Context: an optimization exercise on an open-source flow, tuned for small area and a short achievable clock period. The choices shown serve that exercise and are no tape-out recipe.
RTL that was checked went through simulation tests only; none was proved equivalent to the original.
For run 2, only the layout was checked, not whether the RTL still works.
Power is estimated from default activity; no workload was simulated.

==> flow/design.v, too long to show whole: its modules and the start of the top module <==
// module divider: 3406 lines
module divider
(
    input              clk,
    input              reset,
    input  [31:0]      A,
    input  [31:0]      B,
    input              start,
    input  [7:0]       Physical_address_in,
    input  [31:0]      PC_in,
    input              divider_op_in,
    output             divide_zero_exception,
    output [31:0]      Result,
    output [7:0]       Physical_address_out,
    output [31:0]      PC_out,
    output             done
);
  // ...
==> flow/flow/run.sh <==
#!/bin/bash
set -euo pipefail
export BUFFER_PORTS_ARGS="-buffer_cell sky130_fd_sc_hd__buf_2"
export RECOVER_POWER=100
bash standard.sh > standard.log 2>&1
==> flow/standard.sh <==
#!/bin/bash
# synth_recipe.tcl (not shown) runs the flow's synth.tcl, then flattens the netlist and writes it again
# the make line also repeats each setting of config.mk as NAME=value (left out here)
make -C /OpenROAD-flow-scripts/flow DESIGN_CONFIG=/design/flow/config.mk WORK_HOME=/design/flow/orfs CLKGATE_MAP_FILE= SYNTH_SCRIPT=/design/flow/synth_recipe.tcl "${@:-finish}"
==> flow/config.mk <==
export PLATFORM = sky130hd
export DESIGN_NAME = divider
export DESIGN_NICKNAME = divider
export VERILOG_FILES = /design/flow/design.v
export SDC_FILE = /design/flow/constraint.sdc
export NUM_CORES = 8
export LEC_CHECK = 0
export ABC_AREA = 1
export CAP_MARGIN = 5
export CORE_MARGIN = 2
export CORE_UTILIZATION = 40
export CTS_CLUSTER_DIAMETER = 100
export CTS_CLUSTER_SIZE = 28
export GPL_TIMING_DRIVEN = 0
export SETUP_SLACK_MARGIN = 0.1
export SLEW_MARGIN = 5
==> flow/constraint.sdc <==
create_clock -name core_clock -period 8.0 [get_ports {clk}]
set_input_delay 1.6000 -clock core_clock [delete_from_list [all_inputs] [get_ports {clk}]]
set_output_delay 1.6000 -clock core_clock [all_outputs]
set_load 0.01 [all_outputs]
==> impl_results.rst, run 1 <==
.. list-table::
   :header-rows: 1

   * - Metric
     - Value
   * - Outcome
     - no timing/DRC/antenna violations
   * - Worst slack, placed
     - -1.80 ns
   * - Count of mapped cells out of synthesis
     - 7386
   * - Critical path launch point type
     - flip-flop
   * - Routed met2 length
     - 92300 um
   * - Footprint of the flip-flops and latches
     - 15400 um^2
   * - Proportion of register bits with asynchronous set or reset after synthesis
     - 0%
   * - Clock Network Area Fraction
     - 2.01%
   * - Power of the combinational group
     - 5400 uW
   * - CP Data Arrival Time
     - 8.24 ns
   * - Library cell with the largest summed area after synthesis
     - dfxtp_1
   * - Non-clock buffer area fraction after layout
     - 4.81%
   * - Worst Tran Pin Value
     - 1.17 ns
   * - Cell area power density
     - 184 nW/um^2
   * - Combined area of the multi-input logic cells
     - 40400 um^2
   * - DRC violation total after the first TritonRoute iteration
     - approximately 3500
   * - Instance count on the critical path
     - 45
   * - CTS clock-pin slew for the worst setup and hold paths
     - 0.10 ns
   * - Largest net degree at the start of global routing
     - 29
   * - Adder-cell share of the synthesized area
     - between 20 and 30%
   * - Fraction of power spent switching nets
     - 41.0%
   * - Final net count
     - between 9000 and 10000
   * - Combinational family with the most area after synthesis
     - adder cells
   * - Number of buffer cells added on primary ports
     - ~180
   * - Fraction of power consumed by combinational cells
     - 44.0%
   * - Post-synth top cells
     - nand2_1 (1835), inv_1 (1033), ha_1 (785)
   * - Count of fill cells added during filler insertion
     - 14400
   * - Peak-usage layer in the global routing report
     - met2
   * - Final total negative setup slack
     - 0 ns
   * - Tap Cells
     - 1917
Testbench counts, summed over its fixed seeds: latency 120,000, ops 24,000.
==> inputs of run 2 (changes only) <==
--- a/flow/design.v
+++ b/flow/design.v
@@ -130,114 +130,87 @@
     wire s0_1_s3_co = s0_1_s3_u2_3_g;
     wire [3:0] s0_1_s3_cin = {s0_1_s3_w1_2_g, s0_1_s3_u1_1_g, s0_1_s3_G0[0], 1'b1};
     wire [3:0] s0_1_s3_df = s0_1_s3_p0 ^ s0_1_s3_cin;
     wire [4:0] s0_1_d3 = {~s0_1_s3_co, s0_1_s3_df};
     wire s0_1_c3 = s0_1_h3 & s0_1_s3_co;
     wire [3:0] s0_1_t = s0_1_c3 ? s0_1_d3[3:0] : (s0_1_c2 ? s0_1_d2[3:0] : (s0_1_c1 ? s0_1_d1[3:0] : (s0_1_x)));
     wire [1:0] s0_1_q = s0_1_c3 ? 2'd3 : (s0_1_c2 ? 2'd2 : (s0_1_c1 ? 2'd1 : (0)));
     wire [31:0] x0_2 = {s0_1_t, x0_1[27:0]};
-    wire [5:0] s0_2_x = x0_2[31:26];
+    wire [4:0] s0_2_x = x0_2[31:27];
     wire [34:0] s0_2_m0 = 35'd0;
     wire [34:0] s0_2_m1 = {3'b0, d0};
-    wire s0_2_h1 = ~|s0_2_m1[34:6];
-    wire [5:0] s0_2_n1 = s0_2_m1[5:0];
-    wire [5:0] s0_2_s1_g0 = s0_2_x & ~s0_2_n1;
-    wire [5:0] s0_2_s1_p0 = ~(s0_2_x ^ s0_2_n1);
-    wire [5:0] s0_2_s1_G0 = {s0_2_s1_g0[5:1], s0_2_s1_g0[0] | s0_2_s1_p0[0]};
-    wire [5:0] s0_2_s1_P0 = s0_2_s1_p0;
+    wire s0_2_h1 = ~|s0_2_m1[34:5];
+    wire [4:0] s0_2_n1 = s0_2_m1[4:0];
+    wire [4:0] s0_2_s1_g0 = s0_2_x & ~s0_2_n1;
+    wire [4:0] s0_2_s1_p0 = ~(s0_2_x ^ s0_2_n1);
+    wire [4:0] s0_2_s1_G0 = {s0_2_s1_g0[4:1], s0_2_s1_g0[0] | s0_2_s1_p0[0]};
+    wire [4:0] s0_2_s1_P0 = s0_2_s1_p0;
     wire s0_2_s1_u1_1_g = s0_2_s1_G0[1] | (s0_2_s1_P0[1] & s0_2_s1_G0[0]);
     wire s0_2_s1_u1_1_p = s0_2_s1_P0[1] & s0_2_s1_P0[0];
     wire s0_2_s1_u1_3_g = s0_2_s1_G0[3] | (s0_2_s1_P0[3] & s0_2_s1_G0[2]);
     wire s0_2_s1_u1_3_p = s0_2_s1_P0[3] & s0_2_s1_P0[2];
-    wire s0_2_s1_u1_5_g = s0_2_s1_G0[5] | (s0_2_s1_P0[5] & s0_2_s1_G0[4]);
-    wire s0_2_s1_u1_5_p = s0_2_s1_P0[5] & s0_2_s1_P0[4];
     wire s0_2_s1_u2_3_g = s0_2_s1_u1_3_g | (s0_2_s1_u1_3_p & s0_2_s1_u1_1_g);
     wire s0_2_s1_u2_3_p = s0_2_s1_u1_3_p & s0_2_s1_u1_1_p;
-    wire s0_2_s1_w2_5_g = s0_2_s1_u1_5_g | (s0_2_s1_u1_5_p & s0_2_s1_u2_3_g);
-    wire s0_2_s1_w2_5_p = s0_2_s1_u1_5_p & s0_2_s1_u2_3_p;
     wire s0_2_s1_w1_2_g = s0_2_s1_G0[2] | (s0_2_s1_P0[2] & s0_2_s1_u1_1_g);
     wire s0_2_s1_w1_2_p = s0_2_s1_P0[2] & s0_2_s1_u1_1_p;
     wire s0_2_s1_w1_4_g = s0_2_s1_G0[4] | (s0_2_s1_P0[4] & s0_2_s1_u2_3_g);
     wire s0_2_s1_w1_4_p = s0_2_s1_P0[4] & s0_2_s1_u2_3_p;
-    wire s0_2_s1_f0_g = s0_2_s1_u1_5_g | (s0_2_s1_u1_5_p & s0_2_s1_u2_3_g);
-    wire s0_2_s1_f0_p = s0_2_s1_u1_5_p & s0_2_s1_u2_3_p;
+    wire s0_2_s1_f0_g = s0_2_s1_G0[4] | (s0_2_s1_P0[4] & s0_2_s1_u2_3_g);
+    wire s0_2_s1_f0_p = s0_2_s1_P0[4] & s0_2_s1_u2_3_p;
     wire s0_2_s1_co = s0_2_s1_f0_g;
-    wire [5:0] s0_2_s1_cin = {s0_2_s1_w1_4_g, s0_2_s1_u2_3_g, s0_2_s1_w1_2_g, s0_2_s1_u1_1_g, s0_2_s1_G0[0], 1'b1};
-    wire [5:0] s0_2_s1_df = s0_2_s1_p0 ^ s0_2_s1_cin;
-    wire [6:0] s0_2_d1 = {~s0_2_s1_co, s0_2_s1_df};
+    wire [4:0] s0_2_s1_cin = {s0_2_s1_u2_3_g, s0_2_s1_w1_2_g, s0_2_s1_u1_1_g, s0_2_s1_G0[0], 1'b1};
+    wire [4:0] s0_2_s1_df = s0_2_s1_p0 ^ s0_2_s1_cin;
+    wire [5:0] s0_2_d1 = {~s0_2_s1_co, s0_2_s1_df};
     wire s0_2_c1 = s0_2_h1 & s0_2_s1_co;
-    wire [34:0] s0_2_m2 = {2'b0, d0, 1'b0};
-    wire s0_2_h2 = ~|s0_2_m2[34:6];
-    wire [5:0] s0_2_n2 = s0_2_m2[5:0];
-    wire [5:0] s0_2_s2_g0 = s0_2_x & ~s0_2_n2;
-    wire [5:0] s0_2_s2_p0 = ~(s0_2_x ^ s0_2_n2);
-    wire [5:0] s0_2_s2_G0 = {s0_2_s2_g0[5:1], s0_2_s2_g0[0] | s0_2_s2_p0[0]};
-    wire [5:0] s0_2_s2_P0 = s0_2_s2_p0;
-    wire s0_2_s2_u1_1_g = s0_2_s2_G0[1] | (s0_2_s2_P0[1] & s0_2_s2_G0[0]);
-    wire s0_2_s2_u1_1_p = s0_2_s2_P0[1] & s0_2_s2_P0[0];
-    wire s0_2_s2_u1_3_g = s0_2_s2_G0[3] | (s0_2_s2_P0[3] & s0_2_s2_G0[2]);
-    wire s0_2_s2_u1_3_p = s0_2_s2_P0[3] & s0_2_s2_P0[2];
-    wire s0_2_s2_u1_5_g = s0_2_s2_G0[5] | (s0_2_s2_P0[5] & s0_2_s2_G0[4]);
-    wire s0_2_s2_u1_5_p = s0_2_s2_P0[5] & s0_2_s2_P0[4];
-    wire s0_2_s2_u2_3_g = s0_2_s2_u1_3_g | (s0_2_s2_u1_3_p & s0_2_s2_u1_1_g);
-    wire s0_2_s2_u2_3_p = s0_2_s2_u1_3_p & s0_2_s2_u1_1_p;
-    wire s0_2_s2_w2_5_g = s0_2_s2_u1_5_g | (s0_2_s2_u1_5_p & s0_2_s2_u2_3_g);
-    wire s0_2_s2_w2_5_p = s0_2_s2_u1_5_p & s0_2_s2_u2_3_p;
-    wire s0_2_s2_w1_2_g = s0_2_s2_G0[2] | (s0_2_s2_P0[2] & s0_2_s2_u1_1_g);
-    wire s0_2_s2_w1_2_p = s0_2_s2_P0[2] & s0_2_s2_u1_1_p;
-    wire s0_2_s2_w1_4_g = s0_2_s2_G0[4] | (s0_2_s2_P0[4] & s0_2_s2_u2_3_g);
-    wire s0_2_s2_w1_4_p = s0_2_s2_P0[4] & s0_2_s2_u2_3_p;
-    wire s0_2_s2_f0_g = s0_2_s2_u1_5_g | (s0_2_s2_u1_5_p & s0_2_s2_u2_3_g);
-    wire s0_2_s2_f0_p = s0_2_s2_u1_5_p & s0_2_s2_u2_3_p;
-    wire s0_2_s2_co = s0_2_s2_f0_g;
-    wire [5:0] s0_2_s2_cin = {s0_2_s2_w1_4_g, s0_2_s2_u2_3_g, s0_2_s2_w1_2_g, s0_2_s2_u1_1_g, s0_2_s2_G0[0], 1'b1};
-    wire [5:0] s0_2_s2_df = s0_2_s2_p0 ^ s0_2_s2_cin;
-    wire [6:0] s0_2_d2 = {~s0_2_s2_co, s0_2_s2_df};
-    wire s0_2_c2 = s0_2_h2 & s0_2_s2_co;
-    wire [34:0] s0_2_m3 = {1'b0, e0};
-    wire s0_2_h3 = ~|s0_2_m3[34:6];
-    wire [5:0] s0_2_n3 = s0_2_m3[5:0];
-    wire [5:0] s0_2_s3_g0 = s0_2_x & ~s0_2_n3;
-    wire [5:0] s0_2_s3_p0 = ~(s0_2_x ^ s0_2_n3);
-    wire [5:0] s0_2_s3_G0 = {s0_2_s3_g0[5:1], s0_2_s3_g0[0] | s0_2_s3_p0[0]};
-    wire [5:0] s0_2_s3_P0 = s0_2_s3_p0;
-    wire s0_2_s3_u1_1_g = s0_2_s3_G0[1] | (s0_2_s3_P0[1] & s0_2_s3_G0[0]);
-    wire s0_2_s3_u1_1_p = s0_2_s3_P0[1] & s0_2_s3_P0[0];
-    wire s0_2_s3_u1_3_g = s0_2_s3_G0[3] | (s0_2_s3_P0[3] & s0_2_s3_G0[2]);
-    wire s0_2_s3_u1_3_p = s0_2_s3_P0[3] & s0_2_s3_P0[2];
-    wire s0_2_s3_u1_5_g = s0_2_s3_G0[5] | (s0_2_s3_P0[5] & s0_2_s3_G0[4]);
-    wire s0_2_s3_u1_5_p = s0_2_s3_P0[5] & s0_2_s3_P0[4];
-    wire s0_2_s3_u2_3_g = s0_2_s3_u1_3_g | (s0_2_s3_u1_3_p & s0_2_s3_u1_1_g);
-    wire s0_2_s3_u2_3_p = s0_2_s3_u1_3_p & s0_2_s3_u1_1_p;
-    wire s0_2_s3_w2_5_g = s0_2_s3_u1_5_g | (s0_2_s3_u1_5_p & s0_2_s3_u2_3_g);
-    wire s0_2_s3_w2_5_p = s0_2_s3_u1_5_p & s0_2_s3_u2_3_p;
-    wire s0_2_s3_w1_2_g = s0_2_s3_G0[2] | (s0_2_s3_P0[2] & s0_2_s3_u1_1_g);
-    wire s0_2_s3_w1_2_p = s0_2_s3_P0[2] & s0_2_s3_u1_1_p;
-    wire s0_2_s3_w1_4_g = s0_2_s3_G0[4] | (s0_2_s3_P0[4] & s0_2_s3_u2_3_g);
-    wire s0_2_s3_w1_4_p = s0_2_s3_P0[4] & s0_2_s3_u2_3_p;
-    wire s0_2_s3_f0_g = s0_2_s3_u1_5_g | (s0_2_s3_u1_5_p & s0_2_s3_u2_3_g);
-    wire s0_2_s3_f0_p = s0_2_s3_u1_5_p & s0_2_s3_u2_3_p;
-    wire s0_2_s3_co = s0_2_s3_f0_g;
-    wire [5:0] s0_2_s3_cin = {s0_2_s3_w1_4_g, s0_2_s3_u2_3_g, s0_2_s3_w1_2_g, s0_2_s3_u1_1_g, s0_2_s3_G0[0], 1'b1};
-    wire [5:0] s0_2_s3_df = s0_2_s3_p0 ^ s0_2_s3_cin;
-    wire [6:0] s0_2_d3 = {~s0_2_s3_co, s0_2_s3_df};
-    wire s0_2_c3 = s0_2_h3 & s0_2_s3_co;
-    wire [5:0] s0_2_t = s0_2_c3 ? s0_2_d3[5:0] : (s0_2_c2 ? s0_2_d2[5:0] : (s0_2_c1 ? s0_2_d1[5:0] : (s0_2_x)));
-    wire [1:0] s0_2_q = s0_2_c3 ? 2'd3 : (s0_2_c2 ? 2'd2 : (s0_2_c1 ? 2'd1 : (0)));
-    wire [31:0] x0_3 = {s0_2_t, x0_2[25:0]};
-    wire [5:0] qn0 = {s0_0_q, s0_1_q, s0_2_q};
+    wire [4:0] s0_2_t = s0_2_c1 ? s0_2_d1[4:0] : (s0_2_x);
+    wire [0:0] s0_2_q = s0_2_c1 ? 1'd1 : (0);
+    wire [31:0] x0_3 = {s0_2_t, x0_2[26:0]};
+    wire [5:0] s0_3_x = x0_3[31:26];
+    wire [34:0] s0_3_m0 = 35'd0;
+    wire [34:0] s0_3_m1 = {3'b0, d0};
+    wire s0_3_h1 = ~|s0_3_m1[34:6];
+    wire [5:0] s0_3_n1 = s0_3_m1[5:0];
+    wire [5:0] s0_3_s1_g0 = s0_3_x & ~s0_3_n1;
+    wire [5:0] s0_3_s1_p0 = ~(s0_3_x ^ s0_3_n1);
+    wire [5:0] s0_3_s1_G0 = {s0_3_s1_g0[5:1], s0_3_s1_g0[0] | s0_3_s1_p0[0]};
+    wire [5:0] s0_3_s1_P0 = s0_3_s1_p0;
+    wire s0_3_s1_u1_1_g = s0_3_s1_G0[1] | (s0_3_s1_P0[1] & s0_3_s1_G0[0]);
+    wire s0_3_s1_u1_1_p = s0_3_s1_P0[1] & s0_3_s1_P0[0];
+    wire s0_3_s1_u1_3_g = s0_3_s1_G0[3] | (s0_3_s1_P0[3] & s0_3_s1_G0[2]);
+    wire s0_3_s1_u1_3_p = s0_3_s1_P0[3] & s0_3_s1_P0[2];
+    wire s0_3_s1_u1_5_g = s0_3_s1_G0[5] | (s0_3_s1_P0[5] & s0_3_s1_G0[4]);
+    wire s0_3_s1_u1_5_p = s0_3_s1_P0[5] & s0_3_s1_P0[4];
+    wire s0_3_s1_u2_3_g = s0_3_s1_u1_3_g | (s0_3_s1_u1_3_p & s0_3_s1_u1_1_g);
+    wire s0_3_s1_u2_3_p = s0_3_s1_u1_3_p & s0_3_s1_u1_1_p;
+    wire s0_3_s1_w2_5_g = s0_3_s1_u1_5_g | (s0_3_s1_u1_5_p & s0_3_s1_u2_3_g);
+    wire s0_3_s1_w2_5_p = s0_3_s1_u1_5_p & s0_3_s1_u2_3_p;
+    wire s0_3_s1_w1_2_g = s0_3_s1_G0[2] | (s0_3_s1_P0[2] & s0_3_s1_u1_1_g);
+    wire s0_3_s1_w1_2_p = s0_3_s1_P0[2] & s0_3_s1_u1_1_p;
+    wire s0_3_s1_w1_4_g = s0_3_s1_G0[4] | (s0_3_s1_P0[4] & s0_3_s1_u2_3_g);
+    wire s0_3_s1_w1_4_p = s0_3_s1_P0[4] & s0_3_s1_u2_3_p;
+    wire s0_3_s1_f0_g = s0_3_s1_u1_5_g | (s0_3_s1_u1_5_p & s0_3_s1_u2_3_g);
+    wire s0_3_s1_f0_p = s0_3_s1_u1_5_p & s0_3_s1_u2_3_p;
+    wire s0_3_s1_co = s0_3_s1_f0_g;
+    wire [5:0] s0_3_s1_cin = {s0_3_s1_w1_4_g, s0_3_s1_u2_3_g, s0_3_s1_w1_2_g, s0_3_s1_u1_1_g, s0_3_s1_G0[0], 1'b1};
+    wire [5:0] s0_3_s1_df = s0_3_s1_p0 ^ s0_3_s1_cin;
+    wire [6:0] s0_3_d1 = {~s0_3_s1_co, s0_3_s1_df};
+    wire s0_3_c1 = s0_3_h1 & s0_3_s1_co;
+    wire [5:0] s0_3_t = s0_3_c1 ? s0_3_d1[5:0] : (s0_3_x);
+    wire [0:0] s0_3_q = s0_3_c1 ? 1'd1 : (0);
+    wire [31:0] x0_4 = {s0_3_t, x0_3[25:0]};
+    wire [5:0] qn0 = {s0_0_q, s0_1_q, s0_2_q, s0_3_q};
     reg [31:0] x1, d1;
     reg [33:0] e1;
     reg [5:0] q1;
     reg v1, op1, z1;
     reg [7:0] pa1;
     reg [31:0] pc1;
     always @(posedge clk) begin
-        x1 <= x0_3;
+        x1 <= x0_4;
         d1 <= d0;
         e1 <= e0;
         q1 <= qn0;
         op1 <= op0;
         z1 <= z0;
         pa1 <= pa0;
         pc1 <= pc0;
         v1 <= v0 & ~reset;
==> run 2 against run 1 <==
Still clean on timing, DRC and antenna. Clock-buffer cell count down 2. Non-clock buffer count grew 11. Critical path depth shrank 2. Setup slack worse by 0.034 ns. Cell area is 1.3% higher. Die area barely moved. Critical endpoint is now x1[30]$_DFF_P_. Largest power group unchanged.
==> impl_results.rst, run 2 <==
.. list-table::
   :header-rows: 1

   * - Metric
     - Value
   * - Outcome
     - no timing/DRC/antenna violations (unchanged)
   * - Total of flip-flops plus latches after synthesis
     - 757 (unchanged)
   * - Router iterations before antenna repair
     - 7 (was 6)
   * - EDFF count, synth
     - 0 (unchanged)
   * - Fin Hold WS
     - 0.324 ns (was 0.323 ns)
   * - Total of warnings raised by yosys
     - 1 (unchanged)
   * - Number of buffers created by CTS
     - 39 (was 40)
   * - Largest net degree at the start of global routing
     - 29 (unchanged)
   * - Starting Density
     - 40.3% (was 40.2%)
   * - First-pass GRT wire length
     - 294000 um (was 298000 um)
   * - Routability-driven placement congestion ratio
     - 0.948 (was 0.980)
   * - Buffering stage count on the worst path with inverters included
     - 8 (was 9)
   * - Yosys top cell area share
     - 25.9% (about the same)
   * - Count of nets left with antenna violations after detail routing
     - 0 (unchanged)
   * - Half-perimeter wire length after detailed placement
     - 166000 um (was 165000 um)
   * - Total wire length after detailed routing
     - 197000 um (was 199000 um)
   * - Worst slack, placed
     - -2.16 ns (was -1.80 ns)
   * - GRT Util Overall
     - 25.7% (was 26.1%)
   * - Critical path launch point type
     - input port (was flip-flop)
   * - Most frequent cells in the layout
     - nand2_1 (1717), inv_1 (960), ha_1 (724), dfxtp_1 (680), nand3_1 (572) (was nand2_1 (1772), inv_1 (961), ha_1 (755), dfxtp_1 (685), nand3_1 (544))
   * - Critical Path Fanout Max
     - 5 (was 10)
   * - Layout overhead on the synthesized area
     - 15.7% (was 14.3%)
   * - Ratio of cells with drive above 1 in the final layout
     - 15.7% (was 12.9%)
   * - Vias
     - 50400 (was 50900)
   * - Unrepaired setup endpoints after global routing
     - yes (unchanged)
   * - CP Data Arrival Time
     - 8.26 ns (was 8.24 ns)
   * - Top_reg_cell synth
     - dfxtp_1 (unchanged)
   * - Leading registers by flop count
     - e1 (34), e2 (34), e3 (34)
   * - Crit path kind
     - input port to flip-flop (was flip-flop to flip-flop)
   * - Post-DR wirelength/cell
     - 20.2 um (was 20.5 um)
   * - Die Span X
     - 387 um (about the same)
   * - Post-synth top cells
     - nand2_1 (1838), inv_1 (1033), ha_1 (779) (was nand2_1 (1835), inv_1 (1033), ha_1 (785))
   * - Worst slew margin relative to its limit
     - 26.1% (was 21.4%)
   * - Library cell with the largest summed area after synthesis
     - dfxtp_1 (unchanged)
   * - Vertical die dimension
     - 387 um (about the same)
   * - Tightest Hold Check Type
     - flip-flop to flip-flop (unchanged)
   * - Global route total overflow
     - 0 (unchanged)
   * - Number of antenna violations at the first check in global routing
     - 11 (was 15)
   * - Most common cell after layout, fill and taps aside
     - nand2_1 (unchanged)
   * - Max Cap Viol
     - 0 (unchanged)
   * - DRC violation total after the first TritonRoute iteration
     - 3843 (was 3481)
   * - Synthesized netlist net count
     - 8619 (was 8656)
   * - Endpoints failing setup
     - 0 (unchanged)
   * - Final net count
     - 9048 (was 9084)
   * - Proportion of register bits with asynchronous set or reset after synthesis
     - 0% (unchanged)
   * - Minimum clock period
     - 7.67 ns (was 7.63 ns)
   * - Final total negative setup slack
     - 0 ns (unchanged)
   * - CTS sink count
     - 757 (unchanged)
   * - Cell with the most instances after synthesis
     - nand2_1 (unchanged)
   * - Total standard cell area after synthesis
     - 58600 um^2 (was 58500 um^2)
   * - Worst Tran Pin Value
     - 1.11 ns (was 1.17 ns)
   * - Cell area power density
     - 178 nW/um^2 (was 184 nW/um^2)
   * - TritonCTS clock tree
     - done (unchanged)
   * - Number of buffer cells added on primary ports
     - 181 (unchanged)
   * - Total chip power
     - 12100 uW (was 12300 uW)
   * - Clock insertion delay at the later pin of the skew report
     - 0.65 ns (was 0.66 ns)
   * - Vias per inst
     - 5.18 (was 5.22)
   * - Proportion of synthesized chip area in sequential cells
     - 25.9% (about the same)
   * - Number of endpoints with negative hold slack in the final report
     - 0 (unchanged)
   * - CTS hold repair buffers
     - 0 (unchanged)
   * - Top-Level Pins
     - 182 (unchanged)
   * - Leakage
     - 0.0337 uW (was 0.0335 uW)
   * - Placement Rows
     - 140 (unchanged)
   * - DRC viols
     - 0 (unchanged)
   * - Die outline area
     - 150000 um^2 (was 149000 um^2)
   * - Area of the core region
     - 146000 um^2 (unchanged)
   * - Setup Skew
     - 0.0559 ns (was 0.0441 ns)
   * - Critical path data required time
     - 8.60 ns (was 8.61 ns)
   * - Highest ir drop seen on vdd
     - 0.000187 V (was 0.000178 V)
   * - Max clock buf depth
     - 3 (unchanged)
   * - CP delay by family, top
     - simple AND/OR/NAND/NOR gates (unchanged)
   * - H-tree level count
     - 2 (unchanged)
   * - Top area cells in the synthesized netlist
     - dfxtp_1 (26%), ha_1 (17%), fa_1 (13%) (unchanged)
   * - Crit path capture type
     - flip-flop (unchanged)
   * - Slowest stage delay, CP
     - 0.47 ns (was 0.45 ns)
   * - Slowest stage cell, crit path
     - fa_1 (was dfxtp_4)
   * - Count of mapped cells out of synthesis
     - 7357 (was 7386)
   * - CTS Root Buffer Type
     - clkbuf_16 (unchanged)
   * - Unique masters post-synth
     - 69 (was 66)
   * - Achievable frequency
     - 130 MHz (was 131 MHz)
   * - Vias in the first global route
     - 48600 (was 49400)
   * - Syn avg cell area
     - 7.96 um^2 (was 7.93 um^2)
   * - Worst-case register-to-register setup slack
     - 0.35 ns (was 0.37 ns)
   * - CTS clock-pin slew for the worst setup and hold paths
     - 0.11 ns (was 0.10 ns)
   * - Max-slew violation count
     - 0 (unchanged)
   * - Final setup slack of the worst path
     - 0.333 ns (was 0.366 ns)
   * - Final worst-path cycle share
     - 95.8% (was 95.4%)
==> run 2: cell types whose count changed after synthesis, sizes merged, moves of 12 or more <==
| cell | change |
|---|---|
| nand3 | +34 |
| buf | +30 |
| nor3 | -24 |
| nor2 | -22 |
| clkbuf | -21 |
| o21ai | -19 |
| a21oi | -18 |
| nand3b | -18 |
| or2 | +17 |
| xor2 | +12 |
==> run 2: cell families after synthesis <==
kind of cell,synth area share (%)
AO/OA/AOI/OAI,9.00
XOR/XNOR,4.92
adder cells (fa/ha/maj),29.4
buffers and inverters,7.88
flip-flops,25.9
AND/OR/NAND/NOR,22.9
==> run 2: worst paths after layout <==
check / end / startpoint / depth (start not counted)
setup / recovery: x1[30]$_DFF_P_ / B[19] / 43
hold / removal: x4[1]$_DFF_P_ / x3[1]$_DFF_P_ / 0
setup reg to reg: x4[31]$_DFF_P_ / e3[5]$_DFF_P_ / 46
hold reg to reg: x4[1]$_DFF_P_ / x3[1]$_DFF_P_ / 0
==> run 2: worst register-to-register path, delay by kind of cell (launching register included) <==
| family | cells | cell delay [ns] |
|---|---|---|
| adders and majority gates | 4 | 1.39 |
| DFF | 1 | 0.56 |
| and+or+nand+nor | 23 | 2.61 |
| buffers and inverters | 7 | 0.88 |
| AOI/OAI and AO/OA | 11 | 1.90 |
| xor gates and xnor gates | 1 | 0.21 |
==> run 2: power breakdown <==
| group | switching [uW] | internal, uW | total (uW) |
|---|---|---|---|
| Combinational | 3090 | 2080 | 5170 |
| Clock | 1350 | 1080 | 2430 |
| Sequential | 390 | 4060 | 4450 |
| Total | 4840 | 7220 | 12100 |
==> run 2: what timing repair did <==
item                                    4_1_cts  5_1_grt
resized for setup                           327      548
buffers inserted                             80      124
endpoints found under the setup margin      110      130
pin swaps                                    23      119
==> run 2: layout make-up <==
class                   count  area [um^2]
fillers                 14400        77800
multi-input cells        5420        41000
flip-flops and latches    757        15400
inverters                1051         4190
repair buffers            388         2440
well taps                1917         2400
plain buffers             129         1000
clock buffers              39          976
clock inverters            19          378
diodes                      4         10.0
==> run 2: stage by stage <==
stage,area [um^2],utilization [%],std cells
4_1_cts,64900,44.6,9596
6_report,67800,46.6,9724
3_5_place_dp,61900,42.5,9458
5_1_grt,67800,46.6,9721
2_1_floorplan,58600,-,7357
3_3_place_gp,61900,42.5,9455
==> run 2: routing by layer <==
metal	GRT usage (%)	part of all wire [%]
met5	0	0.021
met4	8.97	3.9
met3	3.92	7.1
met2	42.1	45
met1	34.3	43

-- static timing again, ports no longer ideal --
How much do the figures lean on ideal ports? The routed layouts below were timed once more, with nothing changed but the port constraints. Step 1 sets driving cells, clkbuf_16 on the clock port and buf_2 on the other inputs (assumed; they add their load-dependent delay and slew). Step 2 adds t to the input delays and takes it off the output delays; t is the mean of the earliest and latest rising clock arrival at the registers after step 1. Input paths then give back, and output paths get back, about the clock's delay inside the block. a / b / c = ideal / step 1 / step 2; a / b = the first two.
run	t, ns	setup slack, ns	worst setup path at the end	clock arrival spread, ns	worst slew at a driven data input, ns
run 1	0.716	0.366 / 0.366 / -0.002	input to register	0.046 / 0.046	0.04
run 2	0.701	0.333 / 0.348 / -0.348	input to register	0.062 / 0.062	0.13
With both steps, setup timing fails in run 1 and run 2, where it was met with ideal ports. The setup slack of run 2, which loses most, moves by +0.015 ns with the drivers and by -0.681 ns with both steps.
